Context: an optimization exercise on an open-source flow, tuned for small area, a short achievable clock period and few clock cycles per item. The choices shown serve that exercise and are no tape-out recipe.
RTL that was checked went through simulation tests only; none was proved equivalent to the original.
No functional check of the RTL was part of run 1.
Power is estimated from default activity; no workload was simulated.

File: config.mk
export PLATFORM = sky130hd
export DESIGN_NAME = SQRTLOG
export DESIGN_NICKNAME = SQRTLOG
export VERILOG_FILES = /design/flow/design.v
export SDC_FILE = /design/flow/constraint.sdc
export NUM_CORES = 4
export LEC_CHECK = 0
export CAP_MARGIN = 20
export CORE_MARGIN = 2
export CORE_UTILIZATION = 40
export SETUP_SLACK_MARGIN = 3.5
export SLEW_MARGIN = 20
File: run.sh
#!/bin/bash
# synth_recipe.tcl (not shown) runs the flow's synth.tcl, then flattens the netlist and writes it again
# the make line also repeats each setting of config.mk as NAME=value (left out here)
make -C /OpenROAD-flow-scripts/flow DESIGN_CONFIG=/design/flow/config.mk WORK_HOME=/design/flow/orfs CLKGATE_MAP_FILE= SYNTH_SCRIPT=/design/flow/synth_recipe.tcl finish
File: design.v
module SQRTLOG #(parameter NBITS = 20, M = 10, N = 10)
              (input logic clock, reset,
               input logic [1:0] op,
               input logic [NBITS-1:0] data_in,
               output logic done,
               output logic [NBITS-1:0] data_out);
  logic [16:0] w;
  logic [11:0] sr;
  logic [4:0]  ext;
  logic [16:0] r;
  assign sr  = w[11:0];
  assign ext = w[16:12];
  assign r   = w;
  logic [1:0]  pr;      
  logic [1:0]  opr;     
  logic [3:0]  cnt;     
  logic [19:0] n16, n8, n4, n2, n1;
  logic [4:0]  lz;
  always_comb begin
    lz[4] = ~|data_in[19:4];
    n16   = lz[4] ? {data_in[3:0], 16'd0} : data_in;
    lz[3] = ~|n16[19:12];
    n8    = lz[3] ? {n16[11:0], 8'd0} : n16;
    lz[2] = ~|n8[19:16];
    n4    = lz[2] ? {n8[15:0], 4'd0} : n8;
    lz[1] = ~|n4[19:18];
    n2    = lz[1] ? {n4[17:0], 2'd0} : n4;
    lz[0] = ~n2[19];
    n1    = lz[0] ? {n2[18:0], 1'b0} : n2;
  end
  logic [9:0] f0;
  assign f0 = n1[18:9];                         
  logic [4:0] lzp;
  always_comb begin
    lzp = 5'd31;
    for (int i = 0; i < 20; i++)
      if (data_in[i]) lzp = 5'(19 - i);
  end
  logic [24:0] a0;
  logic [4:0]  lzr;
  assign lzr = data_out[4:0];
  always_comb begin
    case (lzr)
      5'd0: a0 = (opr == 2'd2) ? 25'h0000ad4 : (opr == 2'd3) ? 25'h00018f6 : 25'h0002400;
      5'd1: a0 = (opr == 2'd2) ? 25'h00009a0 : (opr == 2'd3) ? 25'h0001630 : 25'h0002000;
      5'd2: a0 = (opr == 2'd2) ? 25'h000086c : (opr == 2'd3) ? 25'h000136a : 25'h0001c00;
      5'd3: a0 = (opr == 2'd2) ? 25'h0000738 : (opr == 2'd3) ? 25'h00010a4 : 25'h0001800;
      5'd4: a0 = (opr == 2'd2) ? 25'h0000604 : (opr == 2'd3) ? 25'h0000dde : 25'h0001400;
      5'd5: a0 = (opr == 2'd2) ? 25'h00004d0 : (opr == 2'd3) ? 25'h0000b18 : 25'h0001000;
      5'd6: a0 = (opr == 2'd2) ? 25'h000039c : (opr == 2'd3) ? 25'h0000852 : 25'h0000c00;
      5'd7: a0 = (opr == 2'd2) ? 25'h0000268 : (opr == 2'd3) ? 25'h000058c : 25'h0000800;
      5'd8: a0 = (opr == 2'd2) ? 25'h0000134 : (opr == 2'd3) ? 25'h00002c6 : 25'h0000400;
      5'd9: a0 = (opr == 2'd2) ? 25'h0000000 : (opr == 2'd3) ? 25'h0000000 : 25'h0000000;
      5'd10: a0 = (opr == 2'd2) ? 25'h1fffecc : (opr == 2'd3) ? 25'h1fffd3a : 25'h1fffc00;
      5'd11: a0 = (opr == 2'd2) ? 25'h1fffd98 : (opr == 2'd3) ? 25'h1fffa74 : 25'h1fff800;
      5'd12: a0 = (opr == 2'd2) ? 25'h1fffc64 : (opr == 2'd3) ? 25'h1fff7ae : 25'h1fff400;
      5'd13: a0 = (opr == 2'd2) ? 25'h1fffb30 : (opr == 2'd3) ? 25'h1fff4e8 : 25'h1fff000;
      5'd14: a0 = (opr == 2'd2) ? 25'h1fff9fc : (opr == 2'd3) ? 25'h1fff222 : 25'h1ffec00;
      5'd15: a0 = (opr == 2'd2) ? 25'h1fff8c8 : (opr == 2'd3) ? 25'h1ffef5c : 25'h1ffe800;
      5'd16: a0 = (opr == 2'd2) ? 25'h1fff794 : (opr == 2'd3) ? 25'h1ffec96 : 25'h1ffe400;
      5'd17: a0 = (opr == 2'd2) ? 25'h1fff660 : (opr == 2'd3) ? 25'h1ffe9d0 : 25'h1ffe000;
      5'd18: a0 = (opr == 2'd2) ? 25'h1fff52c : (opr == 2'd3) ? 25'h1ffe70a : 25'h1ffdc00;
      5'd19: a0 = (opr == 2'd2) ? 25'h1fff3f8 : (opr == 2'd3) ? 25'h1ffe444 : 25'h1ffd800;
      default: a0 = 'x;
    endcase
  end
  logic [21:0] dx;
  logic [3:0]  top4, cur2;
  logic [1:0]  pr0;
  logic [3:0]  cnt_sq0;
  logic [16:0] r0;
  logic [19:0] q0;
  logic        nz;
  assign dx = {data_in, 2'b00};                 
  always_comb begin
    top4 = '0; pr0 = '0; cnt_sq0 = 4'd3;
    for (int k = 0; k < 10; k++)
      if (data_in[2*k+1 -: 2] != 2'b00) begin
        top4    = dx[2*k+3 -: 4];
        pr0     = (k >= 2) ? dx[2*k-1 -: 2] : 2'b00;
        cnt_sq0 = 4'(3 + k);
      end
  end
  assign nz   = |data_in;
  assign cur2 = {top4[3:2] - 2'd1, top4[1:0]};
  always_comb begin
    if (!nz) begin
      r0 = '0; q0 = '0;
    end else if (cur2 >= 4'd5) begin
      r0 = {13'd0, cur2 - 4'd5}; q0 = 20'd3;
    end else begin
      r0 = {13'd0, cur2}; q0 = 20'd2;
    end
  end
  logic [16:0] rn;
  logic        qb;
  assign rn = {r[14:0], pr} + {data_out[14:0] ^ {15{~r[16]}}, 2'b11};
  assign qb = ~rn[16];
  logic [1:0] prn;
  always_comb begin
    prn = 2'b00;
    for (int j = 5; j < 15; j++)
      if (cnt == 4'(j + 1)) prn = data_in[2*j-9 -: 2];
  end
  logic [11:0] s;
  logic        b;
  logic [9:0]  f;
  assign b = sr[11] | sr[10];
  assign f = b ? {sr[11], sr[9:1]} : sr[9:0];
  sqstep u_sq (.f(f), .s(s));
  logic [24:0] acc, a2, a2k, an, anx;
  logic [9:0]  kk;
  logic [10:0] c;
  logic [10:10] ic;
  assign kk  = (opr == 2'd2) ? 10'd308 : (opr == 2'd3) ? 10'd710 : 10'd0;
  assign acc = {ext, data_out};
  assign a2  = {acc[23:0], 1'b0};
  always_comb begin
    c[0] = 1'b0;
    for (int i = 0; i < 10; i++) begin
      a2k[i] = a2[i] ^ kk[i] ^ c[i];
      c[i+1] = kk[i] ? (a2[i] | c[i]) : (a2[i] & c[i]);
    end
    ic[10] = c[10] | (opr == 2'd1);
    for (int i = 10; i < 25; i++)
      a2k[i] = a2[i] ^ (ic[10] & (&(a2[24:10] | (15'h7fff << (i - 10)))));
  end
  assign an  = b ? a2k : a2;
  assign anx = (cnt == 4'd10) ? a0 : an;
  always_ff @(posedge clock) begin
    if (reset) begin
      done <= 1'b0;
      pr   <= pr0;
      opr  <= op;
      if (op == 2'd0) begin
        w        <= r0;
        data_out <= q0;
        cnt      <= cnt_sq0;
      end else begin
        w        <= {7'd0, f0};
        data_out <= {15'd0, lzp};
        cnt      <= 4'd10;
      end
    end else begin
      cnt <= cnt - 4'd1;
      pr  <= prn;
      if (opr == 2'd0)
        w <= rn;
      else
        w <= {anx[24:20], s};
      if (!done) begin
        if (cnt == 4'd0 || (opr != 2'd0 && cnt == 4'd10 && sr == 12'd0))
          done <= 1'b1;
        if (opr == 2'd0)
          data_out <= {data_out[18:0], qb};
        else if (cnt == 4'd0)
          data_out <= {{5{an[24]}}, an[24:10]};
        else
          data_out <= anx[19:0];
      end
    end
  end
endmodule
module sqstep (input logic [9:0] f, output logic [11:0] s);
  logic t1;
  logic t2;
  logic t3;
  logic t4;
  logic t5;
  logic t6;
  logic t7;
  logic t8;
  logic t9;
  logic t10;
  logic t11;
  logic t12;
  logic t13;
  logic t14;
  logic t15;
  logic t16;
  logic t17;
  logic t18;
  logic t19;
  logic t20;
  logic t21;
  logic t22;
  logic t23;
  logic t24;
  logic t25;
  logic t26;
  logic t27;
  logic t28;
  logic t29;
  logic t30;
  logic t31;
  logic t32;
  logic t33;
  logic t34;
  logic t35;
  logic t36;
  logic t37;
  logic t38;
  logic t39;
  logic t40;
  logic t41;
  logic t42;
  logic t43;
  logic t44;
  logic t45;
  logic t46;
  logic t47;
  logic t48;
  logic t49;
  logic t50;
  logic t51;
  logic t52;
  logic t53;
  logic t54;
  logic t55;
  logic t56;
  logic t57;
  logic t58;
  logic t59;
  logic t60;
  logic t61;
  logic t62;
  logic t63;
  logic t64;
  logic t65;
  logic t66;
  logic t67;
  logic t68;
  logic t69;
  logic t70;
  logic t71;
  logic t72;
  assign t1 = (f[0] & f[7]) ^ (f[1] & f[6]);
  assign t2 = (f[0] & f[7]) & (f[1] & f[6]);
  assign t3 = (f[0] & f[8]) ^ (f[1] & f[7]);
  assign t4 = (f[0] & f[8]) & (f[1] & f[7]);
  assign t5 = (f[0] & f[9]) ^ (f[1] & f[8]) ^ (f[2] & f[7]);
  assign t6 = ((f[0] & f[9]) & (f[1] & f[8])) | ((f[0] & f[9]) & (f[2] & f[7])) | ((f[1] & f[8]) & (f[2] & f[7]));
  assign t7 = (f[3] & f[6]) ^ (f[4] & f[5]);
  assign t8 = (f[3] & f[6]) & (f[4] & f[5]);
  assign t9 = f[0] ^ (f[1] & f[9]) ^ (f[2] & f[8]);
  assign t10 = (f[0] & (f[1] & f[9])) | (f[0] & (f[2] & f[8])) | ((f[1] & f[9]) & (f[2] & f[8]));
  assign t11 = (f[3] & f[7]) ^ (f[4] & f[6]);
  assign t12 = (f[3] & f[7]) & (f[4] & f[6]);
  assign t13 = f[1] ^ (f[2] & f[9]) ^ (f[3] & f[8]);
  assign t14 = (f[1] & (f[2] & f[9])) | (f[1] & (f[3] & f[8])) | ((f[2] & f[9]) & (f[3] & f[8]));
  assign t15 = (f[4] & f[7]) ^ (f[5] & f[6]) ^ f[6];
  assign t16 = ((f[4] & f[7]) & (f[5] & f[6])) | ((f[4] & f[7]) & f[6]) | ((f[5] & f[6]) & f[6]);
  assign t17 = f[2] ^ (f[3] & f[9]) ^ (f[4] & f[8]);
  assign t18 = (f[2] & (f[3] & f[9])) | (f[2] & (f[4] & f[8])) | ((f[3] & f[9]) & (f[4] & f[8]));
  assign t19 = f[3] ^ (f[4] & f[9]) ^ (f[5] & f[8]);
  assign t20 = (f[3] & (f[4] & f[9])) | (f[3] & (f[5] & f[8])) | ((f[4] & f[9]) & (f[5] & f[8]));
  assign t21 = (f[0] & f[5]) ^ (f[1] & f[4]);
  assign t22 = (f[0] & f[5]) & (f[1] & f[4]);
  assign t23 = (f[0] & f[6]) ^ (f[1] & f[5]);
  assign t24 = (f[0] & f[6]) & (f[1] & f[5]);
  assign t25 = t1 ^ (f[2] & f[5]) ^ (f[3] & f[4]);
  assign t26 = (t1 & (f[2] & f[5])) | (t1 & (f[3] & f[4])) | ((f[2] & f[5]) & (f[3] & f[4]));
  assign t27 = t3 ^ (f[2] & f[6]) ^ (f[3] & f[5]);
  assign t28 = (t3 & (f[2] & f[6])) | (t3 & (f[3] & f[5])) | ((f[2] & f[6]) & (f[3] & f[5]));
  assign t29 = t5 ^ t7 ^ f[5];
  assign t30 = (t5 & t7) | (t5 & f[5]) | (t7 & f[5]);
  assign t31 = t9 ^ t11 ^ t6;
  assign t32 = (t9 & t11) | (t9 & t6) | (t11 & t6);
  assign t33 = t13 ^ t15 ^ t10;
  assign t34 = (t13 & t15) | (t13 & t10) | (t15 & t10);
  assign t35 = t17 ^ (f[5] & f[7]) ^ t14;
  assign t36 = (t17 & (f[5] & f[7])) | (t17 & t14) | ((f[5] & f[7]) & t14);
  assign t37 = t19 ^ (f[6] & f[7]) ^ f[7];
  assign t38 = (t19 & (f[6] & f[7])) | (t19 & f[7]) | ((f[6] & f[7]) & f[7]);
  assign t39 = f[4] ^ (f[5] & f[9]) ^ (f[6] & f[8]);
  assign t40 = (f[4] & (f[5] & f[9])) | (f[4] & (f[6] & f[8])) | ((f[5] & f[9]) & (f[6] & f[8]));
  assign t41 = f[5] ^ (f[6] & f[9]) ^ (f[7] & f[8]);
  assign t42 = (f[5] & (f[6] & f[9])) | (f[5] & (f[7] & f[8])) | ((f[6] & f[9]) & (f[7] & f[8]));
  assign t43 = (f[0] & f[3]) ^ (f[1] & f[2]);
  assign t44 = (f[0] & f[3]) & (f[1] & f[2]);
  assign t45 = (f[0] & f[4]) ^ (f[1] & f[3]);
  assign t46 = (f[0] & f[4]) & (f[1] & f[3]);
  assign t47 = t21 ^ (f[2] & f[3]) ^ f[3];
  assign t48 = (t21 & (f[2] & f[3])) | (t21 & f[3]) | ((f[2] & f[3]) & f[3]);
  assign t49 = t23 ^ (f[2] & f[4]) ^ t22;
  assign t50 = (t23 & (f[2] & f[4])) | (t23 & t22) | ((f[2] & f[4]) & t22);
  assign t51 = t25 ^ f[4] ^ t24;
  assign t52 = (t25 & f[4]) | (t25 & t24) | (f[4] & t24);
  assign t53 = t27 ^ t2 ^ t26;
  assign t54 = (t27 & t2) | (t27 & t26) | (t2 & t26);
  assign t55 = t29 ^ t4 ^ t28;
  assign t56 = (t29 & t4) | (t29 & t28) | (t4 & t28);
  assign t57 = t31 ^ t8 ^ t30;
  assign t58 = (t31 & t8) | (t31 & t30) | (t8 & t30);
  assign t59 = t33 ^ t12 ^ t32;
  assign t60 = (t33 & t12) | (t33 & t32) | (t12 & t32);
  assign t61 = t35 ^ t16 ^ t34;
  assign t62 = (t35 & t16) | (t35 & t34) | (t16 & t34);
  assign t63 = t37 ^ t18 ^ t36;
  assign t64 = (t37 & t18) | (t37 & t36) | (t18 & t36);
  assign t65 = t39 ^ t20 ^ t38;
  assign t66 = (t39 & t20) | (t39 & t38) | (t20 & t38);
  assign t67 = t41 ^ f[8] ^ t40;
  assign t68 = (t41 & f[8]) | (t41 & t40) | (f[8] & t40);
  assign t69 = f[6] ^ (f[7] & f[9]) ^ t42;
  assign t70 = (f[6] & (f[7] & f[9])) | (f[6] & t42) | ((f[7] & f[9]) & t42);
  assign t71 = f[7] ^ (f[8] & f[9]) ^ f[9];
  assign t72 = (f[7] & (f[8] & f[9])) | (f[7] & f[9]) | ((f[8] & f[9]) & f[9]);
  logic [20:0] ra, rb;
  logic [21:0] sum;
  assign ra = {f[9], f[8], t71, t69, t67, t65, t63, t61, t59, t57, t55, t53, t51, t49, t47, t45, t43, (f[0] & f[2]), (f[0] & f[1]), 1'b0, f[0]};
  assign rb = {1'b0, t72, t70, t68, t66, t64, t62, t60, t58, t56, t54, t52, t50, t48, t46, t44, f[2], 1'b0, f[1], 1'b0, 1'b0};
  assign sum = ra + rb;
  assign s = sum[21:10];
endmodule
File: constraint.sdc
create_clock -name core_clock -period 8.0 [get_ports {clock}]
set_input_delay 1.6000 -clock core_clock [delete_from_list [all_inputs] [get_ports {clock}]]
set_output_delay 1.6000 -clock core_clock [all_outputs]
set_load 0.01 [all_outputs]
==> results of run 1 <==
worst register-to-register path: cells and delay by family (launching register included):
kind	cells	cell delay, ps
AO/OA/AOI/OAI	8	1430
buffers and inverters	3	410
multiplexers	1	290
adder cells (fa/ha/maj)	4	1570
XOR/XNOR	1	160
flip-flops	1	370
AND/OR/NAND/NOR	2	190
cell usage after synthesis (all sizes together), types with 6 or more instances:
| cell | instances |
|---|---|
| nor3b | 6 |
| clkbuf | 53 |
| nor4 | 19 |
| o22ai | 19 |
| nand4 | 12 |
| o221ai | 6 |
| o21a | 11 |
| a211oi | 19 |
| nand2 | 101 |
| o211ai | 16 |
| fa | 23 |
| nor3 | 25 |
| dfxtp | 24 |
| a311oi | 6 |
| a21oi | 97 |
| edfxtp | 22 |
| or2 | 9 |
| or3 | 10 |
| nor2b | 16 |
| inv | 53 |
| a31oi | 19 |
| and3 | 9 |
| a21o | 22 |
| o21ai | 77 |
| nand2b | 13 |
| a22oi | 11 |
| nor2 | 124 |
| xnor2 | 46 |
| ha | 52 |
| a221oi | 11 |
| mux2i | 18 |
| xor2 | 25 |
| nand3 | 34 |
| buf | 48 |
path summary, 6_finish.rpt:
kind                                  startpoint                to  slack, ps
worst min register to register   done$_SDFF_PP0_   done$_SDFF_PP0_        530
worst max-delay path            w[11]$_SDFF_PP0_  w[10]$_SDFF_PP0_       3490
worst max register to register  w[11]$_SDFF_PP0_  w[10]$_SDFF_PP0_       3490
worst min-delay path             done$_SDFF_PP0_   done$_SDFF_PP0_        530
cells by family after synthesis:
kind of cell | count (synthesis) | synth area share, %
AO/OA/AOI/OAI | 380 | 30.8
XOR/XNOR | 71 | 7.47
adder cells (fa/ha/maj) | 77 | 13.6
buffers and inverters | 158 | 8.60
flip-flops | 46 | 13.7
multiplexers | 20 | 2.44
AND/OR/NAND/NOR | 396 | 23.3
what timing repair did:
| item | CTS | global route |
|---|---|---|
| pin swaps | 2 | 19 |
| resized for setup | 25 | 45 |
| buffers inserted | 21 | 9 |
| setup endpoints to repair | 13 | 15 |
cell type report:
type / count / area [sq um]
Inverter: 57 / 219
Clock inverter: 3 / 43.8
Tap cell: 270 / 338
Sequential cell: 46 / 1150
Multi-Input combinational cell: 944 / 6750
Clock buffer: 5 / 125
Fill cell: 2024 / 10900
Timing Repair Buffer: 87 / 822
per-layer routing:
metal  vias to the layer above  part of all wire, %
met5                         -                    0
li1                       4182                    -
met1                      4234                   43
met2                       432                   46
met3                        71                  7.8
met4                         0                  3.5
power by group:
group | internal (W) | leakage (nW) | total [W] | switching [W]
clock network | 0.000148 | 0.0842 | 0.000246 | 0.0000979
registers | 0.000338 | 0.458 | 0.000490 | 0.000152
logic | 0.00200 | 3.26 | 0.00446 | 0.00247
total | 0.00248 | 3.80 | 0.00520 | 0.00272
sequential cells by signal (all words and copies together), names as in the netlist:
| name | count |
|---|---|
| w | 17 |
| pr | 2 |
| cnt | 4 |
| data_out | 20 |
| done | 1 |
| opr | 2 |
through the flow:
step                      hold WS [ps]  cells  util [%]
after floorplan                    495   1148         -
after global placement             518   1374      43.0
after detailed placement           533   1374      43.0
after CTS                          539   1403      45.4
after global routing               609   1412      46.5
final                              534   1412      46.5
==> summary.txt, run 1 <==
Slowest stage delay, CP - 520 ps
PortBufs - 44
Post-route cell area - 0.00945 sq mm
Grt met1 use - 34.1%
Final clock skew - 6.97 ps
CTS HTree Levels - 2
Synth area leaders - edfxtp_1 (7.9%), ha_1 (7.8%), a21oi_1 (5.8%)
First-pass GRT wire length - 44.4 mm
Worst skew pair latency - 300 ps
Max-slew headroom - 24.3%
Register bit total from synthesis - 46
Max-Cap Viols - 0
Via count - 8,919
Inserted Diodes - 0
Initial Utilization - 41.0%
Post-synth EDFFs - 22
Final Hold Vio Count - 0
Run status - no timing/DRC/antenna violations
Post-synthesis sequential area ratio - 13.7%
Top-Level Pins - 45
Crit-path max FO - 7
TritonCTS Buffers - 5
Commonest non-fill, non-tap cell in the layout - nor2_1
YS warnings - 1
PD cells - 551 mW/mm^2
Clock buffer depth - 2
Dpl hpwl - 20.0 mm
Final min period - 4510 ps
Worst path cell trace - nor2_4 > buf_12 > buf_12 > mux2i_4 > buf_6 > nor2_1 > fa_1 > ha_1 > xnor2_2 > fa_1 > ha_4 > a21o_1 > a21o_1 > a21o_1 > a21oi_2 > o211a_1 > o21a_1 > a21oi_2 > a221oi_2
Global routing's busiest layer - met2
Layout cells sized above 1 - 11.4%
Setup CP Type - reg -> reg
Post-route DRC - 0
Clk sinks - 46
Largest net degree at the start of global routing - 43
Worst-Margin Slew - 1120 ps
Worst hold path class - reg -> reg
Reg clk slew, reported paths - 70 ps
Area share of the largest cell type after synthesis - 7.94%
Overall power - 0.00520 W
Post-Synthesis Net Count - 1,247
Peak VDD IR - 0.395 mV
Vias in the first global route - 8,247
Gr usage total - 24.9%
Post-Syn Area - 0.00832 sq mm
Synth async-reset ratio - 0%
Library cells used by synthesis - 87
Finish-stage setup viols - 0
Cell Rows - 52
Cts hold-fix bufs - 0
Data arrival, critical path - 4710 ps
Post-route ant nets - 0
Global placement routability congestion - 0.937
Final period utilization - 56.4%
Ys flop type - dfxtp_1
Critical path required time - 8190 ps
Fmax - 222 MHz
CTS tree - built
Syn avg cell area - 7.25 sq um
Critical path's slowest cell - fa_1
Critical Path Sink Type - register
Max Slew Vio Count - 0
Die area - 0.0220 sq mm
Setup TNS - 0 ps
Worst Reg-to-Reg Cells - 19
Core Area - 0.0203 sq mm
DRT Pass-1 Iters - 5
Cells after synthesis - 1,148
Final #Nets - 1,240
Clock root buffer - clkbuf_16
Met2 Usage GRT - 40.4%
Buf+Inv Stages, Crit Path - 3
Most frequent cells in the layout - nor2_1 (120), nand2_1 (98), a21oi_1 (88), o21ai_0 (76), inv_1 (50)
DP Worst Slack - 2700 ps
Routed wire per std cell - 19.7 microns
Final worst slack - 3490 ps
Die height - 148 microns
Crit. path cell count - 19
Crit-path most repeated cell - a21o_1
Placed Area - 0.00874 sq mm
GRT overflow - 0
Layout area overhead - 13.5%
RSZ-0062 raised after global routing - yes
Die extent in x - 148 microns
Yosys top cell by area - edfxtp_1
Initial antenna violation count - 0
Met3 Use GR - 2.91%
Iteration-0 DRC Markers - 850
Pleak - 3.80 nW
Final WL - 27.8 mm
Worst path top cell family by delay - adder cells
Crit start category - register
Hold Path Stages - 2
Post-DR vias/cell - 6.32
==> inputs of run 2 (changes only) <==
--- a/design.v
+++ b/design.v
@@ -5,11 +5,11 @@
                output logic done,
                output logic [NBITS-1:0] data_out);
   logic [16:0] w;
-  logic [11:0] sr;
+  logic [9:0]  f;
   logic [4:0]  ext;
   logic [16:0] r;
-  assign sr  = w[11:0];
-  assign ext = w[16:12];
+  assign f   = w[9:0];
+  assign ext = w[14:10];
   assign r   = w;
   logic [1:0]  pr;      
   logic [1:0]  opr;     
@@ -37,35 +37,40 @@
       if (data_in[i]) lzp = 5'(19 - i);
   end
   logic [24:0] a0;
-  logic [4:0]  lzr;
-  assign lzr = data_out[4:0];
+  logic [13:0] t308, t710;
+  logic [14:0] te;
   always_comb begin
-    case (lzr)
-      5'd0: a0 = (opr == 2'd2) ? 25'h0000ad4 : (opr == 2'd3) ? 25'h00018f6 : 25'h0002400;
-      5'd1: a0 = (opr == 2'd2) ? 25'h00009a0 : (opr == 2'd3) ? 25'h0001630 : 25'h0002000;
-      5'd2: a0 = (opr == 2'd2) ? 25'h000086c : (opr == 2'd3) ? 25'h000136a : 25'h0001c00;
-      5'd3: a0 = (opr == 2'd2) ? 25'h0000738 : (opr == 2'd3) ? 25'h00010a4 : 25'h0001800;
-      5'd4: a0 = (opr == 2'd2) ? 25'h0000604 : (opr == 2'd3) ? 25'h0000dde : 25'h0001400;
-      5'd5: a0 = (opr == 2'd2) ? 25'h00004d0 : (opr == 2'd3) ? 25'h0000b18 : 25'h0001000;
-      5'd6: a0 = (opr == 2'd2) ? 25'h000039c : (opr == 2'd3) ? 25'h0000852 : 25'h0000c00;
-      5'd7: a0 = (opr == 2'd2) ? 25'h0000268 : (opr == 2'd3) ? 25'h000058c : 25'h0000800;
-      5'd8: a0 = (opr == 2'd2) ? 25'h0000134 : (opr == 2'd3) ? 25'h00002c6 : 25'h0000400;
-      5'd9: a0 = (opr == 2'd2) ? 25'h0000000 : (opr == 2'd3) ? 25'h0000000 : 25'h0000000;
-      5'd10: a0 = (opr == 2'd2) ? 25'h1fffecc : (opr == 2'd3) ? 25'h1fffd3a : 25'h1fffc00;
-      5'd11: a0 = (opr == 2'd2) ? 25'h1fffd98 : (opr == 2'd3) ? 25'h1fffa74 : 25'h1fff800;
-      5'd12: a0 = (opr == 2'd2) ? 25'h1fffc64 : (opr == 2'd3) ? 25'h1fff7ae : 25'h1fff400;
-      5'd13: a0 = (opr == 2'd2) ? 25'h1fffb30 : (opr == 2'd3) ? 25'h1fff4e8 : 25'h1fff000;
-      5'd14: a0 = (opr == 2'd2) ? 25'h1fff9fc : (opr == 2'd3) ? 25'h1fff222 : 25'h1ffec00;
-      5'd15: a0 = (opr == 2'd2) ? 25'h1fff8c8 : (opr == 2'd3) ? 25'h1ffef5c : 25'h1ffe800;
-      5'd16: a0 = (opr == 2'd2) ? 25'h1fff794 : (opr == 2'd3) ? 25'h1ffec96 : 25'h1ffe400;
-      5'd17: a0 = (opr == 2'd2) ? 25'h1fff660 : (opr == 2'd3) ? 25'h1ffe9d0 : 25'h1ffe000;
-      5'd18: a0 = (opr == 2'd2) ? 25'h1fff52c : (opr == 2'd3) ? 25'h1ffe70a : 25'h1ffdc00;
-      5'd19: a0 = (opr == 2'd2) ? 25'h1fff3f8 : (opr == 2'd3) ? 25'h1ffe444 : 25'h1ffd800;
-      default: a0 = 'x;
+    case (lzp)
+      5'd0: begin te = 15'h0009; t308 = 14'h0ad4; t710 = 14'h18f6; end
+      5'd1: begin te = 15'h0008; t308 = 14'h09a0; t710 = 14'h1630; end
+      5'd2: begin te = 15'h0007; t308 = 14'h086c; t710 = 14'h136a; end
+      5'd3: begin te = 15'h0006; t308 = 14'h0738; t710 = 14'h10a4; end
+      5'd4: begin te = 15'h0005; t308 = 14'h0604; t710 = 14'h0dde; end
+      5'd5: begin te = 15'h0004; t308 = 14'h04d0; t710 = 14'h0b18; end
+      5'd6: begin te = 15'h0003; t308 = 14'h039c; t710 = 14'h0852; end
+      5'd7: begin te = 15'h0002; t308 = 14'h0268; t710 = 14'h058c; end
+      5'd8: begin te = 15'h0001; t308 = 14'h0134; t710 = 14'h02c6; end
+      5'd9: begin te = 15'h0000; t308 = 14'h0000; t710 = 14'h0000; end
+      5'd10: begin te = 15'h7fff; t308 = 14'h3ecc; t710 = 14'h3d3a; end
+      5'd11: begin te = 15'h7ffe; t308 = 14'h3d98; t710 = 14'h3a74; end
+      5'd12: begin te = 15'h7ffd; t308 = 14'h3c64; t710 = 14'h37ae; end
+      5'd13: begin te = 15'h7ffc; t308 = 14'h3b30; t710 = 14'h34e8; end
+      5'd14: begin te = 15'h7ffb; t308 = 14'h39fc; t710 = 14'h3222; end
+      5'd15: begin te = 15'h7ffa; t308 = 14'h38c8; t710 = 14'h2f5c; end
+      5'd16: begin te = 15'h7ff9; t308 = 14'h3794; t710 = 14'h2c96; end
+      5'd17: begin te = 15'h7ff8; t308 = 14'h3660; t710 = 14'h29d0; end
+      5'd18: begin te = 15'h7ff7; t308 = 14'h352c; t710 = 14'h270a; end
+      5'd19: begin te = 15'h7ff6; t308 = 14'h33f8; t710 = 14'h2444; end
+      default: begin te = 'x; t308 = 'x; t710 = 'x; end
+    endcase
+    case (op)
+      2'd2:    a0 = {{11{t308[13]}}, t308};
+      2'd3:    a0 = {{11{t710[13]}}, t710};
+      default: a0 = {te, 10'd0};
     endcase
   end
   logic [21:0] dx;
-  logic [3:0]  top4, cur2;
+  logic [3:0]  top4;
   logic [1:0]  pr0;
   logic [3:0]  cnt_sq0;
   logic [16:0] r0;
@@ -82,15 +87,28 @@
       end
   end
   assign nz   = |data_in;
-  assign cur2 = {top4[3:2] - 2'd1, top4[1:0]};
+  logic [4:0] rq;
   always_comb begin
-    if (!nz) begin
-      r0 = '0; q0 = '0;
-    end else if (cur2 >= 4'd5) begin
-      r0 = {13'd0, cur2 - 4'd5}; q0 = 20'd3;
-    end else begin
-      r0 = {13'd0, cur2}; q0 = 20'd2;
-    end
+    case (top4)
+      4'd0: rq = 5'bxxxxx;
+      4'd1: rq = 5'bxxxxx;
+      4'd2: rq = 5'bxxxxx;
+      4'd3: rq = 5'bxxxxx;
+      4'd4: rq = 5'd0;
+      4'd5: rq = 5'd2;
+      4'd6: rq = 5'd4;
+      4'd7: rq = 5'd6;
+      4'd8: rq = 5'd8;
+      4'd9: rq = 5'd1;
+      4'd10: rq = 5'd3;
+      4'd11: rq = 5'd5;
+      4'd12: rq = 5'd7;
+      4'd13: rq = 5'd9;
+      4'd14: rq = 5'd11;
+      4'd15: rq = 5'd13;
+    endcase
+    r0 = nz ? {13'd0, rq[4:1]} : 17'd0;
+    q0 = nz ? {18'd0, 1'b1, rq[0]} : 20'd0;
   end
   logic [16:0] rn;
   logic        qb;
@@ -102,34 +120,39 @@
     for (int j = 5; j < 15; j++)
       if (cnt == 4'(j + 1)) prn = data_in[2*j-9 -: 2];
   end
+  logic        b, b0;
   logic [11:0] s;
-  logic        b;
-  logic [9:0]  f;
-  assign b = sr[11] | sr[10];
-  assign f = b ? {sr[11], sr[9:1]} : sr[9:0];
+  logic [9:0]  fn;
+  assign b  = f >= 10'd425;
+  assign b0 = b ? (f >= 10'd699) : (f >= 10'd195);
   sqstep u_sq (.f(f), .s(s));
-  logic [24:0] acc, a2, a2k, an, anx;
-  logic [9:0]  kk;
-  logic [10:0] c;
-  logic [10:10] ic;
+  assign fn = b ? {s[11], s[9:1]} : s[9:0];
+  logic [9:0] kk;
+  logic       k10;
   assign kk  = (opr == 2'd2) ? 10'd308 : (opr == 2'd3) ? 10'd710 : 10'd0;
-  assign acc = {ext, data_out};
-  assign a2  = {acc[23:0], 1'b0};
-  always_comb begin
+  assign k10 = (opr == 2'd1);
+  function automatic logic [24:0] addk(input logic [24:0] a);
+    logic [10:0] c;
+    logic        ci;
+    logic [24:0] y;
     c[0] = 1'b0;
     for (int i = 0; i < 10; i++) begin
-      a2k[i] = a2[i] ^ kk[i] ^ c[i];
-      c[i+1] = kk[i] ? (a2[i] | c[i]) : (a2[i] & c[i]);
+      y[i]   = a[i] ^ kk[i] ^ c[i];
+      c[i+1] = kk[i] ? (a[i] | c[i]) : (a[i] & c[i]);
     end
-    ic[10] = c[10] | (opr == 2'd1);
+    ci = c[10] | k10;
     for (int i = 10; i < 25; i++)
-      a2k[i] = a2[i] ^ (ic[10] & (&(a2[24:10] | (15'h7fff << (i - 10)))));
-  end
-  assign an  = b ? a2k : a2;
-  assign anx = (cnt == 4'd10) ? a0 : an;
+      y[i] = a[i] ^ (ci & (&(a[24:10] | (15'h7fff << (i - 10)))));
+    addk = y;
+  endfunction
+  logic [24:0] a2, an, a4, af;
+  assign a2 = {ext[3:0], data_out, 1'b0};
+  assign an = b ? addk(a2) : a2;
+  assign a4 = {an[23:0], 1'b0};
+  assign af = b0 ? addk(a4) : a4;
   always_ff @(posedge clock) begin
     if (reset) begin
-      done <= 1'b0;
+      done <= (op != 2'd0) && (f0 == 10'd0);
       pr   <= pr0;
       opr  <= op;
       if (op == 2'd0) begin
@@ -137,9 +160,9 @@
         data_out <= q0;
         cnt      <= cnt_sq0;
       end else begin
-        w        <= {7'd0, f0};
-        data_out <= {15'd0, lzp};
-        cnt      <= 4'd10;
+        w        <= {2'b00, a0[24:20], f0};
+        data_out <= a0[19:0];
+        cnt      <= 4'd8;
       end
     end else begin
       cnt <= cnt - 4'd1;
@@ -147,16 +170,15 @@
       if (opr == 2'd0)
         w <= rn;
       else
-        w <= {anx[24:20], s};
+        w <= {2'b00, an[24:20], fn};
       if (!done) begin
-        if (cnt == 4'd0 || (opr != 2'd0 && cnt == 4'd10 && sr == 12'd0))
-          done <= 1'b1;
+        if (cnt == 4'd0) done <= 1'b1;
         if (opr == 2'd0)
           data_out <= {data_out[18:0], qb};
         else if (cnt == 4'd0)
-          data_out <= {{5{an[24]}}, an[24:10]};
+          data_out <= {{5{af[24]}}, af[24:10]};
         else
-          data_out <= anx[19:0];
+          data_out <= an[19:0];
       end
     end
   end
--- a/config.mk
+++ b/config.mk
@@ -8,5 +8,5 @@
 export CAP_MARGIN = 20
 export CORE_MARGIN = 2
 export CORE_UTILIZATION = 40
-export SETUP_SLACK_MARGIN = 3.5
+export SETUP_SLACK_MARGIN = 3
 export SLEW_MARGIN = 20
==> run 2 against run 1 <==
Still clean on timing, DRC and antenna. Worst setup slack got worse by 270 ps. Wire length increased by 2.0%. Non-clock buffer count decreased by 28. Via count increased by 0.37%. Synthesized cell count increased by 5.3%. Combinational power decreased by 27%. Utilization decreased by 2.3 points. Sequential cell count decreased by 1. Clock skew increased by 3.6 ps. Final cell count increased by 1.7%. Hold slack improved by 9.8 ps. Power decreased by 21%. Critical endpoint is now w[2]$_DFF_P_.
==> summary.txt, run 2 <==
Post-Synthesis Net Count - 1,321 (+5.9%)
Post-route ant nets - 0 (unchanged)
Multiplexer share of the synthesized area - 3.08% (+0.64 points)
Run status - no timing/DRC/antenna violations
Post-route DRC - 0 (unchanged)
Max-Cap Viols - 0 (unchanged)
PD cells - 444 mW/mm^2 (-19%)
Hold_ws - 544 ps (+9.79 ps)
Post-Synth Simple-Gate Area - 23.9% (+0.53 points)
Crit-path max FO - 14 (+7)
Finish-stage setup viols - 0 (unchanged)
Largest register FFs - 20 (unchanged)
Worst setup startpoint - data_in[16]
Worst Setup EP - w[2]$_DFF_P_
Routed metal-1 wirelength - 13.1 mm (+10%)
Cells after synthesis - 1,209 (+5.3%)
Area share of the largest cell type after synthesis - 9.33% (+1.4 points)
Iteration-0 DRC Markers - 839 (-1.3%)
Final clock skew - 10.5 ps (+3.58 ps)
Worst hold path class - reg -> reg
First-pass GRT wire length - 44.4 mm (about the same)
RSZ-0062 raised after global routing - yes
Post-Synth Adder-Cell Area - 14.9% (+1.3 points)
Final period utilization - 59.8% (+3.4 points)
Global placement routability congestion - 0.937 (about the same)
Post-DR vias/cell - 6.23 (-1.3%)
Inst Count DP - 1,422 (+3.5%)
Clk sinks - 45 (-2.2%)
Fmax - 209 MHz (-5.6%)
Library cells used by synthesis - 82 (-5.7%)
Overall power - 0.00412 W (-21%)
Routed wire per std cell - 19.7 microns (+0.30%)
Critical path's slowest cell - clkdlybuf4s50_1
Cts hold-fix bufs - 0 (unchanged)
Top flop regs - data_out x20, w x16, cnt x4
Max layer used - met4
Layout area overhead - 8.30%
Max-slew headroom - 29.9% (+5.6 points)
Worst path top cell family by delay - compound AO/OA/AOI/OAI gates
Clock root buffer - clkbuf_16
Cell Rows - 53 (+1.9%)
Register-to-register setup slack - 3310 ps (-180 ps)
Most frequent cells in the layout - nand2_1 (116), a21oi_1 (96), nor2_1 (94), o21ai_0 (90), ha_1 (63)
Die area - 0.0226 sq mm (+3.0%)
Reg with most FFs - data_out
Register bit total from synthesis - 45 (-2.2%)
TritonCTS Buffers - 5 (unchanged)
Crit start category - primary input
Post-Syn Area - 0.00858 sq mm (+3.1%)
Largest net degree at the start of global routing - 41 (-4.7%)
DRT Pass-1 Iters - 6 (+1)
Post-synth EDFFs - 22 (unchanged)
Die height - 150 microns (+1.5%)
Yosys top cell by area - ha_1
Buf+Inv Stages, Crit Path - 1 (-2)
CTS HTree Levels - 2 (unchanged)
Crit-path most repeated cell - o21ai_0
Synth area leaders - ha_1 (9.3%), edfxtp_1 (7.7%), a21oi_1 (5.6%)
Critical path required time - 8160 ps (-30 ps)
Initial antenna violation count - 0 (unchanged)
R2r endpoint - w[8]$_DFF_P_
Final worst slack - 3220 ps (-270 ps)
Worst-Margin Slew - 1050 ps (-72.1 ps)
Non-Filler Instances - 1,436 (+1.7%)
Most frequent cell after synthesis - nand2_1
Commonest non-fill, non-tap cell in the layout - nand2_1
Initial Utilization - 40.8% (-0.17 points)
Critical R2R Launch - w[1]$_DFF_P_
Worst Reg-to-Reg Cells - 17 (-2)
Main combinational cell family by area after synthesis - compound AO/OA/AOI/OAI gates
GRT overflow - 0 (unchanged)
Worst skew pair latency - 290 ps (about the same)
Gr usage total - 24.6% (-0.32 points)
Post-synthesis xor/xnor area fraction - 6.23% (-1.2 points)
Post-synthesis sequential area ratio - 13.1% (-0.65 points)
Final #Nets - 1,271 (+2.5%)
Via count - 8,952 (+0.37%)
Critical Path Sink Type - register
Crit. path cell count - 10 (-9)
Peak VDD IR - 0.266 mV (-33%)
Synth async-reset ratio - 0% (unchanged)
Max Slew Vio Count - 0 (unchanged)
WL met2 - 12.6 mm (-0.95%)
Top-Level Pins - 45 (unchanged)
Worst path cell trace - clkdlybuf4s50_1 > nor4_2 > and3_2 > nand3_2 > a31oi_1 > o21ai_0 > o21ai_0 > mux2i_1 > a221oi_1 > o21ai_0
Syn avg cell area - 7.10 sq um (-2.1%)
Final Hold Vio Count - 0 (unchanged)
CTS tree - built
PortBufs - 44 (unchanged)
Final min period - 4780 ps (+270 ps)
Data arrival, critical path - 4940 ps (+230 ps)
Reg clk slew, reported paths - 60 ps (about the same)
Vias in the first global route - 8,113 (-1.6%)
Pleak - 3.65 nW (-3.9%)
Compound-Gate Fraction of Synth Area - 30.1% (-0.76 points)
Setup CP Type - in -> reg
YS warnings - 1 (unchanged)
Final WL - 28.4 mm (+2.0%)
Core Area - 0.0210 sq mm (+3.6%)
DP Worst Slack - 2390 ps (-303 ps)
Layout cells sized above 1 - 6.55% (-4.8 points)
Ys flop type - dfxtp_1
WL met3 - 2.18 mm (about the same)
Clock buffer depth - 2 (unchanged)
Die extent in x - 150 microns (+1.5%)
Setup TNS - 0 ps (unchanged)
Dpl hpwl - 20.5 mm (+2.5%)
Slowest stage delay, CP - 660 ps (+140 ps)
Most frequent cells after synthesis - nand2_1 (116), nor2_1 (98), a21oi_1 (96), o21ai_0 (90), clkbuf_1 (87)
[run 2: changes by cell type in the layout (fill, tap and decap cells not counted), moves of 8 or more]
cell | previous run | this run
nor2_1 | 120 | 94
o21ai_0 | 76 | 90
buf_4 | 38 | 15
nand2_1 | 98 | 116
ha_1 | 49 | 63
dfxtp_1 | 21 | 13
a21oi_1 | 88 | 96
a21o_1 | 22 | 8
mux2i_1 | 12 | 23
and2_1 | 2 | 38
dfxtp_2 | 1 | 10
[run 2: timing repair]
item | 4_1_cts | 5_1_grt
endpoints found under the setup margin | 21 | 32
pin swaps | 0 | 2
setup buffers | 2 | 1
resized for setup | 11 | 33
endpoints found under the hold margin | 0 | 0
gates cloned | 0 | 2
[run 2: final cells by class]
type	instances	area, sq um
well taps	275	344
fillers	2183	11700
flip-flops and latches	45	1130
clock inverters	3	41.3
clock buffers	5	125
diodes	1	2.50
inverters	60	233
repair inverters	1	5.00
repair buffers	59	578
multi-input cells	987	6830
[run 2: worst min-delay path by stage]
stage | startpoint | to | slack [ps] | depth (start not counted)
floorplan | cnt[0]$_DFF_P_ | cnt[0]$_DFF_P_ | 490 | 1
global placement | cnt[0]$_DFF_P_ | cnt[0]$_DFF_P_ | 530 | 1
detailed placement | cnt[0]$_DFF_P_ | cnt[0]$_DFF_P_ | 530 | 1
CTS | cnt[0]$_DFF_P_ | cnt[0]$_DFF_P_ | 550 | 1
global route | cnt[0]$_DFF_P_ | cnt[0]$_DFF_P_ | 590 | 1
finish | cnt[0]$_DFF_P_ | cnt[0]$_DFF_P_ | 540 | 1
[run 2: where the power goes]
group          switching (W)  internal [W]  leakage, nW
clock network      0.0000955      0.000147       0.0775
logic                0.00181       0.00144         3.13
registers           0.000288      0.000344        0.443
[run 2: layer usage]
metal / up-vias / global-route usage, %
met5: - / 0
met4: 0 / 5.00
met3: 40 / 3.12
met2: 410 / 39.0
met1: 4197 / 35.7
li1: 4305 / -
[run 2: kinds of logic (layout without fill, tap and decap cells)]
| family | count (synthesis) | after routing |
|---|---|---|
| fa+ha+maj | 88 | 88 |
| simple gates | 417 | 418 |
| compound gates | 394 | 394 |
| buf+inv | 178 | 128 |
| xor+xnor | 61 | 61 |
| mux | 26 | 26 |
| other cells | 0 | 1 |
| flops | 45 | 45 |
[run 2: per-stage QoR]
| step | util (%) | area (sq um) |
|---|---|---|
| floorplan | - | 8580 |
| global placement | 42.5 | 8940 |
| detailed placement | 42.5 | 8940 |
| CTS | 43.6 | 9170 |
| global route | 44.2 | 9290 |
| finish | 44.2 | 9290 |
Testbench counts of run 2, summed over its fixed seeds: cycles 17,952, ops 1,920.
==> inputs of run 3 (changes only) <==
--- a/config.mk
+++ b/config.mk
@@ -8,5 +8,5 @@
 export CAP_MARGIN = 20
 export CORE_MARGIN = 2
 export CORE_UTILIZATION = 40
-export SETUP_SLACK_MARGIN = 3
+export SETUP_SLACK_MARGIN = 4
 export SLEW_MARGIN = 20
==> run 3 against run 2 <==
Final cell count rose by 5.8%. Non-clock buffer count rose by 83. Final area rose by 14%. Clock skew rose by 3.2 ps. Hold slack improved by 21 ps. Synthesized cell count did not move. Synthesized area did not move. Wire length rose by 5.9%. Critical endpoint is now w[8]$_DFF_P_. Largest cell class unchanged.
==> summary.txt, run 3 <==
GRT overflow - 0 (unchanged)
Worst hold start - cnt[0]$_DFF_P_
Gr usage total - 25.9% (+1.3 points)
Setup TNS - 0 ps (unchanged)
Peak VDD IR - 0.276 mV (+4.0%)
Critical path required time - 8160 ps (about the same)
Area share of the largest cell type after synthesis - 9.33% (unchanged)
Data arrival, critical path - 4520 ps (-420 ps)
Critical R2R Launch - w[1]$_DFF_P_
Core Area - 0.0210 sq mm (unchanged)
Cells after synthesis - 1,209 (unchanged)
Register-to-register setup slack - 3640 ps (+330 ps)
Hold_ws - 565 ps (+20.9 ps)
Commonest non-fill, non-tap cell in the layout - nand2_1
Critical Path Sink Type - register
Largest net degree at the start of global routing - 41 (unchanged)
Global placement routability congestion - 0.942 (+0.54%)
Clock root buffer - clkbuf_16
Vias in the first global route - 8,373 (+3.2%)
Reg with most FFs - data_out
Post-synthesis sequential area ratio - 13.1% (unchanged)
Overall power - 0.00492 W (+19%)
Synth async-reset ratio - 0% (unchanged)
Die extent in x - 150 microns (unchanged)
PD cells - 464 mW/mm^2 (+4.7%)
Post-Syn Area - 0.00858 sq mm (unchanged)
Final Hold Vio Count - 0 (unchanged)
Hold Path Stages - 1 (unchanged)
Hold EP - cnt[0]$_DFF_P_
First-pass GRT wire length - 46.2 mm (+3.9%)
CTS tree - built
Die height - 150 microns (unchanged)
Die area - 0.0226 sq mm (unchanged)
Top flop regs - data_out x20, w x16, cnt x4
Crit start category - register
Worst-Margin Slew - 1280 ps (+224 ps)
Max-Cap Viols - 0 (unchanged)
Finish-stage setup viols - 0 (unchanged)
Worst skew pair latency - 310 ps (+20 ps)
Fillers - 2,000 (-8.4%)
Post-Synthesis Net Count - 1,321 (unchanged)
YS warnings - 1 (unchanged)
R2r endpoint - w[8]$_DFF_P_
Most frequent cell after synthesis - nand2_1
Initial Utilization - 40.8% (unchanged)
DRT Pass-1 Iters - 5 (-1)
Dpl hpwl - 20.2 mm (-1.6%)
Ys flop type - dfxtp_1
Via count - 9,509 (+6.2%)
Largest register FFs - 20 (unchanged)
Clk sinks - 45 (unchanged)
Most frequent cells after synthesis - nand2_1 (116), nor2_1 (98), a21oi_1 (96), o21ai_0 (90), clkbuf_1 (87)
Final #Nets - 1,353 (+6.5%)
Max-slew headroom - 14.7% (-15 points)
RSZ-0062 raised after global routing - yes
Post-route ant nets - 0 (unchanged)
Final WL - 30.0 mm (+5.9%)
Post-synth EDFFs - 22 (unchanged)
Clock buffer depth - 2 (unchanged)
Post-route DRC - 0 (unchanged)
Routed wire per std cell - 19.8 microns (about the same)
Storage cell area - 0.00116 sq mm (+2.3%)
Register bit total from synthesis - 45 (unchanged)
Cts hold-fix bufs - 0 (unchanged)
Fmax - 229 MHz (+9.7%)
Pleak - 4.14 nW (+14%)
Setup CP Type - reg -> reg
Final min period - 4360 ps (-423 ps)
Layout cells sized above 1 - 21.6% (+15 points)
Worst hold path class - reg -> reg
Syn avg cell area - 7.10 sq um (unchanged)
Most frequent cells in the layout - nand2_1 (113), buf_4 (88), a21oi_1 (87), o21ai_0 (83), nor2_1 (80)
CTS HTree Levels - 2 (unchanged)
Worst Reg-to-Reg Cells - 17 (unchanged)
TritonCTS Buffers - 5 (unchanged)
Reg clk slew, reported paths - 70 ps (about the same)
Initial antenna violation count - 2 (+2)
Run status - no timing/DRC/antenna violations
Yosys top cell by area - ha_1
Worst path cell trace - and2_4 > fa_1 > inv_1 > fa_1 > inv_2 > fa_1 > ha_4 > o21a_1 > o21a_1 > o21a_1 > o31a_1 > o311a_4 > o31a_1 > nor2_2 > mux2i_1 > o211ai_1 > o221ai_2
Cell Rows - 53 (unchanged)
Crit-path max FO - 5 (-9)
Max Slew Vio Count - 0 (unchanged)
Final period utilization - 54.5% (-5.3 points)
Critical path's slowest cell - fa_1
Layout area overhead - 23.4%
PortBufs - 44 (unchanged)
Final clock skew - 13.7 ps (+3.18 ps)
Multi-input logic area - 0.00746 sq mm (+9.2%)
Post-DR vias/cell - 6.26 (+0.42%)
Iteration-0 DRC Markers - 857 (+2.1%)
Synth area leaders - ha_1 (9.3%), edfxtp_1 (7.7%), a21oi_1 (5.6%)
Slowest stage delay, CP - 530 ps (-130 ps)
Library cells used by synthesis - 82 (unchanged)
Top-Level Pins - 45 (unchanged)
==> run 3: cell counts after synthesis <==
No cell type changed its count.
==> run 3: what timing repair did <==
item	4_1_cts	5_1_grt
cloned	1	1
pin swaps	25	43
setup endpoints to repair	38	34
buffers inserted	55	33
gates resized for setup	152	114
==> run 3: worst max-delay path, delay by kind of cell (launching register included) <==
kind	cells	cell delay, ps
flops	1	370
mux	1	90
buf+inv	2	90
compound gates	8	1660
fa+ha+maj	4	1740
simple gates	2	280
==> run 3: cells by family (layout without fill, tap and decap cells) <==
| group | Yosys count | count (layout) | share of synthesized area (%) |
|---|---|---|---|
| flops | 45 | 45 | 13.1 |
| xor+xnor | 61 | 61 | 6.23 |
| mux | 26 | 26 | 3.08 |
| buf+inv | 178 | 210 | 8.75 |
| fa+ha+maj | 88 | 88 | 14.9 |
| compound gates | 394 | 394 | 30.1 |
| other cells | 0 | 2 | 0 |
| simple gates | 417 | 418 | 23.9 |
==> run 3: worst max path at each step <==
| stage | from | end | cells past startpoint |
|---|---|---|---|
| final | w[1]$_DFF_P_ | w[8]$_DFF_P_ | 17 |
| after global routing | w[1]$_DFF_P_ | w[8]$_DFF_P_ | 17 |
| after CTS | w[1]$_DFF_P_ | w[8]$_DFF_P_ | 17 |
| after detailed placement | data_in[6] | data_out[10]$_DFFE_PP_ | 15 |
| after global placement | data_in[6] | data_out[2]$_DFFE_PP_ | 13 |
| after floorplan | w[9]$_DFF_P_ | w[8]$_DFF_P_ | 20 |
==> run 3: layer usage <==
layer	wire length (microns)	vias up	GRT usage [%]
met5	0	-	0
met3	2810	69	4.97
met2	13300	480	38.9
li1	-	4461	-
met4	718	0	6.42
met1	13200	4499	37.8
==> run 3: stage by stage <==
step	util, %	instance area [sq um]	worst slack (ps)	instances
floorplan	-	8880	3640	1209
CTS	47.4	9960	3620	1483
detailed placement	43.1	9050	2320	1419
global route	50.3	10600	3500	1517
global placement	43.0	9050	2390	1419
finish	50.4	10600	3640	1519
==> run 3: area by class of cell <==
type,count,share of cell area (%)
well taps,275,3.25
clock inverters,3,0.272
diodes,2,0.0473
multi-input cells,987,70.4
inverters,60,2.40
clock buffers,5,1.18
flip-flops and latches,45,11.0
repair buffers,142,11.5
==> run 3: report_power, final <==
group,leakage [nW],internal (W),switching (W)
combinational,3.62,0.00192,0.00220
sequential,0.447,0.000354,0.000211
clock,0.0767,0.000121,0.000111
total,4.14,0.00239,0.00253
==> inputs of run 4 (changes only) <==
--- a/config.mk
+++ b/config.mk
@@ -8,5 +8,5 @@
 export CAP_MARGIN = 20
 export CORE_MARGIN = 2
 export CORE_UTILIZATION = 40
-export SETUP_SLACK_MARGIN = 4
+export SETUP_SLACK_MARGIN = 4.5
 export SLEW_MARGIN = 20
==> run 4 against run 3 <==
Final area up 12%. Still clean. Register-to-register slack improved by 150 ps. Die area unchanged. Hold slack about the same. Sequential share of layout area is 1.2 points lower. Utilization up 6.3 points. Maximum frequency rose by 3.5%. Highest routed layer unchanged. Clock power shrank 6%. Sequential power about the same.
==> summary.txt, run 4 <==
Commonest non-fill, non-tap cell in the layout - buf_4
Worst hold path class - reg -> reg
Setup TNS - 0 ps (unchanged)
Top flop regs - data_out x20, w x16, cnt x4
Cells after synthesis - 1,209 (unchanged)
Area share of the largest cell type after synthesis - 9.33% (unchanged)
Die area - 0.0226 sq mm (unchanged)
Library cells used by synthesis - 82 (unchanged)
Slowest stage delay, CP - 490 ps (-40 ps)
Clk sinks - 45 (unchanged)
Synth async-reset ratio - 0% (unchanged)
Max Slew Vio Count - 0 (unchanged)
Most frequent cells after synthesis - nand2_1 (116), nor2_1 (98), a21oi_1 (96), o21ai_0 (90), clkbuf_1 (87)
PD cells - 441 mW/mm^2 (-5.0%)
Clock root buffer - clkbuf_16
YS warnings - 1 (unchanged)
Fmax - 237 MHz (+3.5%)
Setup CP Type - reg -> reg
Gr usage total - 28.8% (+2.9 points)
Post-synth EDFFs - 22 (unchanged)
Dpl hpwl - 20.7 mm (+2.7%)
Routed wire per std cell - 21.4 microns (+8.2%)
Sequential share of power - 10.8% (-0.7 points)
Clock power frac - 4.2% (-0.5 points)
Worst skew pair latency - 300 ps (about the same)
Initial Utilization - 40.8% (unchanged)
Post-Synthesis Net Count - 1,321 (unchanged)
Via count - 10,098 (+6.2%)
Post-synthesis sequential area ratio - 13.1% (unchanged)
Final period utilization - 52.7% (-1.8 points)
Worst path top cell family by delay - adder cells
Cts hold-fix bufs - 0 (unchanged)
Layout cells sized above 1 - 31.1% (+9.5 points)
Run status - no timing/DRC/antenna violations
Synth area leaders - ha_1 (9.3%), edfxtp_1 (7.7%), a21oi_1 (5.6%)
Buf+Inv Stages, Crit Path - 2 (unchanged)
Worst Setup EP - w[8]$_DFF_P_
First-pass GRT wire length - 51.8 mm (+12%)
Post-Syn Area - 0.00858 sq mm (unchanged)
Die height - 150 microns (unchanged)
Largest register FFs - 20 (unchanged)
Most frequent cell after synthesis - nand2_1
Final WL - 33.9 mm (+13%)
Iteration-0 DRC Markers - 1,146 (+34%)
Inserted Diodes - 0 (-2)
Post-route ant nets - 0 (unchanged)
Final clock skew - 12.0 ps (-1.72 ps)
Crit-path max FO - 6 (+1)
Die extent in x - 150 microns (unchanged)
Placed Area - 0.00928 sq mm (+2.5%)
GRT overflow - 0 (unchanged)
Pleak - 4.67 nW (+13%)
Final Hold Vio Count - 0 (unchanged)
Reg clk slew, reported paths - 70 ps (about the same)
Data arrival, critical path - 4370 ps (-150 ps)
PortBufs - 44 (unchanged)
Vias in the first global route - 9,228 (+10%)
Worst setup startpoint - w[9]$_DFF_P_
Top-Level Pins - 45 (unchanged)
Combinational share of power - 85.0% (+1.2 points)
RSZ-0062 raised after global routing - yes
Int Pwr - 0.00257 W (+7.3%)
Syn avg cell area - 7.10 sq um (unchanged)
CTS HTree Levels - 2 (unchanged)
Critical path required time - 8150 ps (about the same)
Post-route cell area - 0.0119 sq mm (+12%)
Max-slew headroom - 31.2% (+17 points)
Most frequent cells in the layout - buf_4 (143), nand2_1 (108), nor2_1 (76), a21oi_1 (75), o21ai_0 (62)
Register bit total from synthesis - 45 (unchanged)
CTS tree - built
Yosys top cell by area - ha_1
Crit. path cell count - 15 (-2)
Net Sw Power - 0.00269 W (+6.4%)
Post-DR vias/cell - 6.36 (+1.6%)
Multi-input logic area - 0.00808 sq mm (+8.3%)
Initial antenna violation count - 0 (-2)
Critical Path Sink Type - register
Cell Rows - 53 (unchanged)
Critical path's slowest cell - fa_1
Fillers - 1,850 (-7.5%)
Worst path cell trace - buf_4 > inv_2 > nor2_2 > fa_1 > ha_1 > xor2_2 > fa_1 > ha_2 > or4_4 > o311a_4 > o31a_1 > nor2_2 > mux2i_1 > o211ai_1 > o221ai_1
Crit start category - register
Critical R2R Launch - w[9]$_DFF_P_
R2r endpoint - w[8]$_DFF_P_
Largest net degree at the start of global routing - 41 (unchanged)
Finish-stage setup viols - 0 (unchanged)
Storage cell area - 0.00116 sq mm (unchanged)
Final #Nets - 1,424 (+5.2%)
Final min period - 4220 ps (-146 ps)
Reg with most FFs - data_out
Clock buffer depth - 2 (unchanged)
Ys flop type - dfxtp_1
DRT Pass-1 Iters - 6 (+1)
Sw Ratio - 51.2% (-0.20 points)
Worst-Margin Slew - 1030 ps (-244 ps)
Max-Cap Viols - 0 (unchanged)
TritonCTS Buffers - 5 (unchanged)
Global placement routability congestion - 0.942 (about the same)
Post-route DRC - 0 (unchanged)
Core Area - 0.0210 sq mm (unchanged)
Worst Reg-to-Reg Cells - 15 (-2)
Register-to-register setup slack - 3780 ps (+150 ps)
Peak VDD IR - 0.342 mV (+24%)
Layout area overhead - 38.8%
[run 4: worst min path at each step]
stage	startpoint	slack, ps	to	depth (start not counted)
6_report	cnt[0]$_DFF_P_	560	cnt[0]$_DFF_P_	1
5_1_grt	done$_DFF_P_	600	done$_DFF_P_	2
4_1_cts	done$_DFF_P_	560	done$_DFF_P_	2
3_5_place_dp	cnt[0]$_DFF_P_	550	cnt[0]$_DFF_P_	1
3_3_place_gp	cnt[0]$_DFF_P_	550	cnt[0]$_DFF_P_	1
2_1_floorplan	cnt[0]$_DFF_P_	490	cnt[0]$_DFF_P_	1
[run 4: logic make-up after synthesis]
family,after synthesis,synth area share (%)
multiplexers,26,3.08
buffers and inverters,178,8.75
AND/OR/NAND/NOR,417,23.9
flip-flops,45,13.1
adder cells (fa/ha/maj),88,14.9
AO/OA/AOI/OAI,394,30.1
XOR/XNOR,61,6.23
[run 4: cell type report]
type | instances | area share, %
sequential | 45 | 9.74
inverter | 60 | 2.21
timing repair inverter | 1 | 0.0315
tap | 275 | 2.89
multi-input combinational | 990 | 67.8
clock inverter | 3 | 0.210
timing repair buffer | 209 | 16.1
clock buffer | 5 | 1.05
[run 4: what timing repair did]
| action | in CTS | in global routing |
|---|---|---|
| resized for setup | 302 | 92 |
| buffers inserted | 113 | 41 |
| endpoints found under the hold margin | 0 | 0 |
| gates cloned | 7 | 0 |
| endpoints found under the setup margin | 40 | 33 |
| pin swaps | 75 | 68 |
[run 4: through the flow]
step	setup slack, ps	std cells	hold WS, ps	util, %	total power [W]
after global placement	2490	1419	548	44.1	0.00386
after global routing	3620	1588	602	56.7	0.00571
after CTS	3730	1547	563	53.2	0.00474
after detailed placement	2490	1419	548	44.1	0.00390
after floorplan	3640	1209	494	-	0.00324
final	3780	1588	565	56.7	0.00525
[run 4: layer usage]
metal	GRT usage, %	part of all wire, %	vias up
li1	-	-	4611
met1	41.6	43	4824
met2	45.8	45	565
met3	2.76	8.6	98
met4	7.12	3.1	0
met5	0	0	-
[run 4: power groups by stage]
| stage | sequential, W | combinational [W] | clock [W] |
|---|---|---|---|
| CTS | 0.000566 | 0.00395 | 0.000221 |
| floorplan | 0.000414 | 0.00283 | 0 |
| global placement | 0.000627 | 0.00324 | 0 |
| detailed placement | 0.000630 | 0.00327 | 0 |
| global route | 0.000576 | 0.00491 | 0.000229 |
| finish | 0.000568 | 0.00447 | 0.000219 |
==> inputs of run 5 (changes only) <==
--- a/config.mk
+++ b/config.mk
@@ -7,6 +7,7 @@
 export LEC_CHECK = 0
 export CAP_MARGIN = 20
 export CORE_MARGIN = 2
-export CORE_UTILIZATION = 40
-export SETUP_SLACK_MARGIN = 4.5
+export CORE_UTILIZATION = 60
+export PLACE_DENSITY = 0.7
+export SETUP_SLACK_MARGIN = 3.5
 export SLEW_MARGIN = 20
==> run 5 against run 4 <==
Final area shrank 19%. Hold slack lost 17 ps. Clock power shrank 5%. Sequential power grew 3%. Still clean on timing, DRC and antenna. Sequential cell count is the same. Non-clock buffer count shrank 107. Utilization grew 13 points. Critical path type is now in -> reg.
==> summary.txt, run 5 <==
Combinational share of power - 82.7% (-2.3 points)
Dpl hpwl - 19.1 mm (-7.6%)
Sequential share of power - 12.8% (+2.0 points)
Clock buffer depth - 2 (unchanged)
Layout cells sized above 1 - 12.9% (-18 points)
DRT Pass-1 Iters - 6 (unchanged)
CTS tree - built
Final worst slack - 3600 ps (-184 ps)
R2r endpoint - w[8]$_DFF_P_
Core Area - 0.0139 sq mm (-34%)
Yosys top cell by area - ha_1
Critical path's slowest cell - dlygate4sd2_1
Sw Ratio - 50.8% (-0.36 points)
Worst path cell trace - dlygate4sd2_1 > nor2_4 > a21oi_1 > o31a_1 > o21ai_1 > buf_6 > inv_4 > ha_1 > mux2_2 > o22ai_1 > o21ai_0 > a21oi_1 > o41ai_2 > and3_1 > o21ai_0
Cells after synthesis - 1,209 (unchanged)
Die height - 124 microns (-18%)
Final clock skew - 13.7 ps (+1.73 ps)
Largest net degree at the start of global routing - 41 (unchanged)
Setup CP Type - in -> reg
Hold_ws - 547 ps (-17.5 ps)
Most frequent cells in the layout - nand2_1 (116), a21oi_1 (93), o21ai_0 (89), nor2_1 (88), ha_1 (58)
RSZ-0062 raised after global routing - yes
Setup TNS - 0 ps (unchanged)
Fillers - 1,229 (-34%)
Post-synth EDFFs - 22 (unchanged)
Initial antenna violation count - 0 (unchanged)
Post-synthesis sequential area ratio - 13.1% (unchanged)
Net Sw Power - 0.00233 W (-13%)
Pleak - 3.88 nW (-17%)
Finish-stage setup viols - 0 (unchanged)
Initial Utilization - 61.6% (+21 points)
PortBufs - 44 (unchanged)
Die extent in x - 124 microns (-18%)
Global placement routability congestion - 1.01 (+7.4%)
Area share of the largest cell type after synthesis - 9.33% (unchanged)
YS warnings - 1 (unchanged)
Inserted Diodes - 0 (unchanged)
Routed wire per std cell - 20.2 microns (-5.6%)
Final min period - 4400 ps (+184 ps)
Via count - 9,417 (-6.7%)
Top flop regs - data_out x20, w x16, cnt x4
Register bit total from synthesis - 45 (unchanged)
Reg with most FFs - data_out
Synth area leaders - ha_1 (9.3%), edfxtp_1 (7.7%), a21oi_1 (5.6%)
Max-slew headroom - 29.7% (-1.5 points)
Clk sinks - 45 (unchanged)
Register-to-register setup slack - 3620 ps (-160 ps)
Die area - 0.0153 sq mm (-33%)
PD cells - 474 mW/mm^2 (+7.5%)
Max Slew Vio Count - 0 (unchanged)
Reg clk slew, reported paths - 70 ps (about the same)
Vias in the first global route - 8,265 (-10%)
Data arrival, critical path - 4540 ps (+170 ps)
Most frequent cells after synthesis - nand2_1 (116), nor2_1 (98), a21oi_1 (96), o21ai_0 (90), clkbuf_1 (87)
Critical Path Sink Type - register
Gr usage total - 36.0% (+7.3 points)
Layout area overhead - 12.9%
Final period utilization - 55.0% (+2.3 points)
Crit start category - primary input
Clock root buffer - clkbuf_16
First-pass GRT wire length - 43.5 mm (-16%)
Post-DR vias/cell - 6.81 (+7.1%)
GRT overflow - 0 (unchanged)
Slowest stage delay, CP - 430 ps (-60 ps)
Worst Reg-to-Reg Cells - 14 (-1)
Worst setup startpoint - data_in[9]
TritonCTS Buffers - 5 (unchanged)
Cell Rows - 43 (-19%)
Largest register FFs - 20 (unchanged)
Post-route ant nets - 0 (unchanged)
Fmax - 227 MHz (-4.2%)
Run status - no timing/DRC/antenna violations
Library cells used by synthesis - 82 (unchanged)
Most frequent cell after synthesis - nand2_1
Worst skew pair latency - 300 ps (about the same)
Commonest non-fill, non-tap cell in the layout - nand2_1
CTS HTree Levels - 2 (unchanged)
Final Hold Vio Count - 0 (unchanged)
Cts hold-fix bufs - 0 (unchanged)
Syn avg cell area - 7.10 sq um (unchanged)
Critical R2R Launch - w[1]$_DFF_P_
Crit-path max FO - 13 (+7)
Post-Syn Area - 0.00858 sq mm (unchanged)
Worst hold path class - reg -> reg
Synth async-reset ratio - 0% (unchanged)
Top-Level Pins - 45 (unchanged)
Final #Nets - 1,314 (-7.7%)
Final WL - 27.9 mm (-18%)
Max-Cap Viols - 0 (unchanged)
Worst-Margin Slew - 1050 ps (+23.0 ps)
Clock power frac - 4.5% (+0.3 points)
Iteration-0 DRC Markers - 1,063 (-7.2%)
Peak VDD IR - 0.416 mV (+22%)
DP Worst Slack - 2470 ps (-24.5 ps)
Ys flop type - dfxtp_1
Worst Setup EP - data_out[10]$_DFFE_PP_
Post-route DRC - 0 (unchanged)
Critical path required time - 8140 ps (about the same)
Int Pwr - 0.00226 W (-12%)
Post-Synthesis Net Count - 1,321 (unchanged)
## run 5: cell counts after synthesis
No cell type changed its count.
## run 5: repair_timing
action / 4_1_cts / 5_1_grt
pin swaps: 3 / 17
cloned: 2 / 0
resized for setup: 70 / 62
setup buffers: 13 / 34
setup endpoints to repair: 37 / 31
## run 5: final cells by class
| cell class | count | area (sq um) | area share (%) |
|---|---|---|---|
| Clock buffer | 5 | 125 | 1.29 |
| Timing Repair inverter | 1 | 5.00 | 0.0516 |
| Clock inverter | 3 | 17.5 | 0.181 |
| Tap cell | 180 | 225 | 2.32 |
| Inverter | 60 | 239 | 2.47 |
| Multi-Input combinational cell | 987 | 7040 | 72.6 |
| Sequential cell | 45 | 1160 | 12.0 |
| Timing Repair Buffer | 102 | 882 | 9.10 |
## run 5: worst min-delay path by stage
| stage | cells after the start | startpoint | slack, ps | end |
|---|---|---|---|---|
| after floorplan | 1 | cnt[0]$_DFF_P_ | 490 | cnt[0]$_DFF_P_ |
| after global placement | 1 | cnt[0]$_DFF_P_ | 520 | cnt[0]$_DFF_P_ |
| after detailed placement | 1 | cnt[0]$_DFF_P_ | 530 | cnt[0]$_DFF_P_ |
| after CTS | 1 | cnt[0]$_DFF_P_ | 550 | cnt[0]$_DFF_P_ |
| after global routing | 1 | cnt[0]$_DFF_P_ | 570 | cnt[0]$_DFF_P_ |
| final | 1 | cnt[0]$_DFF_P_ | 550 | cnt[0]$_DFF_P_ |
## run 5: per-stage QoR
stage	power (W)	instances	util (%)	instance area, sq um
final	0.00460	1383	69.6	9690
after global routing	0.00505	1383	69.6	9690
after CTS	0.00410	1349	66.4	9250
after detailed placement	0.00376	1326	63.3	8820
after global placement	0.00373	1326	63.3	8820
after floorplan	0.00317	1209	-	8630
## run 5: kinds of logic (layout without fill, tap and decap cells)
logic type | after synthesis | count (layout) | share of synthesized area [%]
compound gates | 394 | 394 | 30.1
xor+xnor | 61 | 61 | 6.23
fa+ha+maj | 88 | 88 | 14.9
buf+inv | 178 | 171 | 8.75
flops | 45 | 45 | 13.1
mux | 26 | 26 | 3.08
simple gates | 417 | 418 | 23.9
## run 5: layer usage
metal | global-route usage (%) | routed length (microns)
met4 | 9.02 | 786
met2 | 55.7 | 12100
met1 | 51.6 | 11800
met5 | 0 | 0
met3 | 6.91 | 3270
## run 5: worst max-delay path: cells and delay by family
family,cells,cell delay (ps)
AND/OR/NAND/NOR,2,440
adder cells (fa/ha/maj),1,250
multiplexers,1,280
buffers and inverters,3,720
AO/OA/AOI/OAI,8,1230
## run 5: power by group through the flow
stage / registers (W) / clock network [W] / logic [W]
floorplan: 0.000413 / 0 / 0.00275
global placement: 0.000616 / 0 / 0.00312
detailed placement: 0.000618 / 0 / 0.00314
CTS: 0.000583 / 0.000208 / 0.00331
global route: 0.000597 / 0.000215 / 0.00424
finish: 0.000587 / 0.000208 / 0.00380

Re-timed with assumed drivers on the ports (clkbuf_16 on the clock, buf_2 on other inputs), run 5 has 3.618 ns of setup slack against 3.600 ns with ideal ports, and 3.293 ns once port delays also move by the mid clock arrival of 0.329 ns.
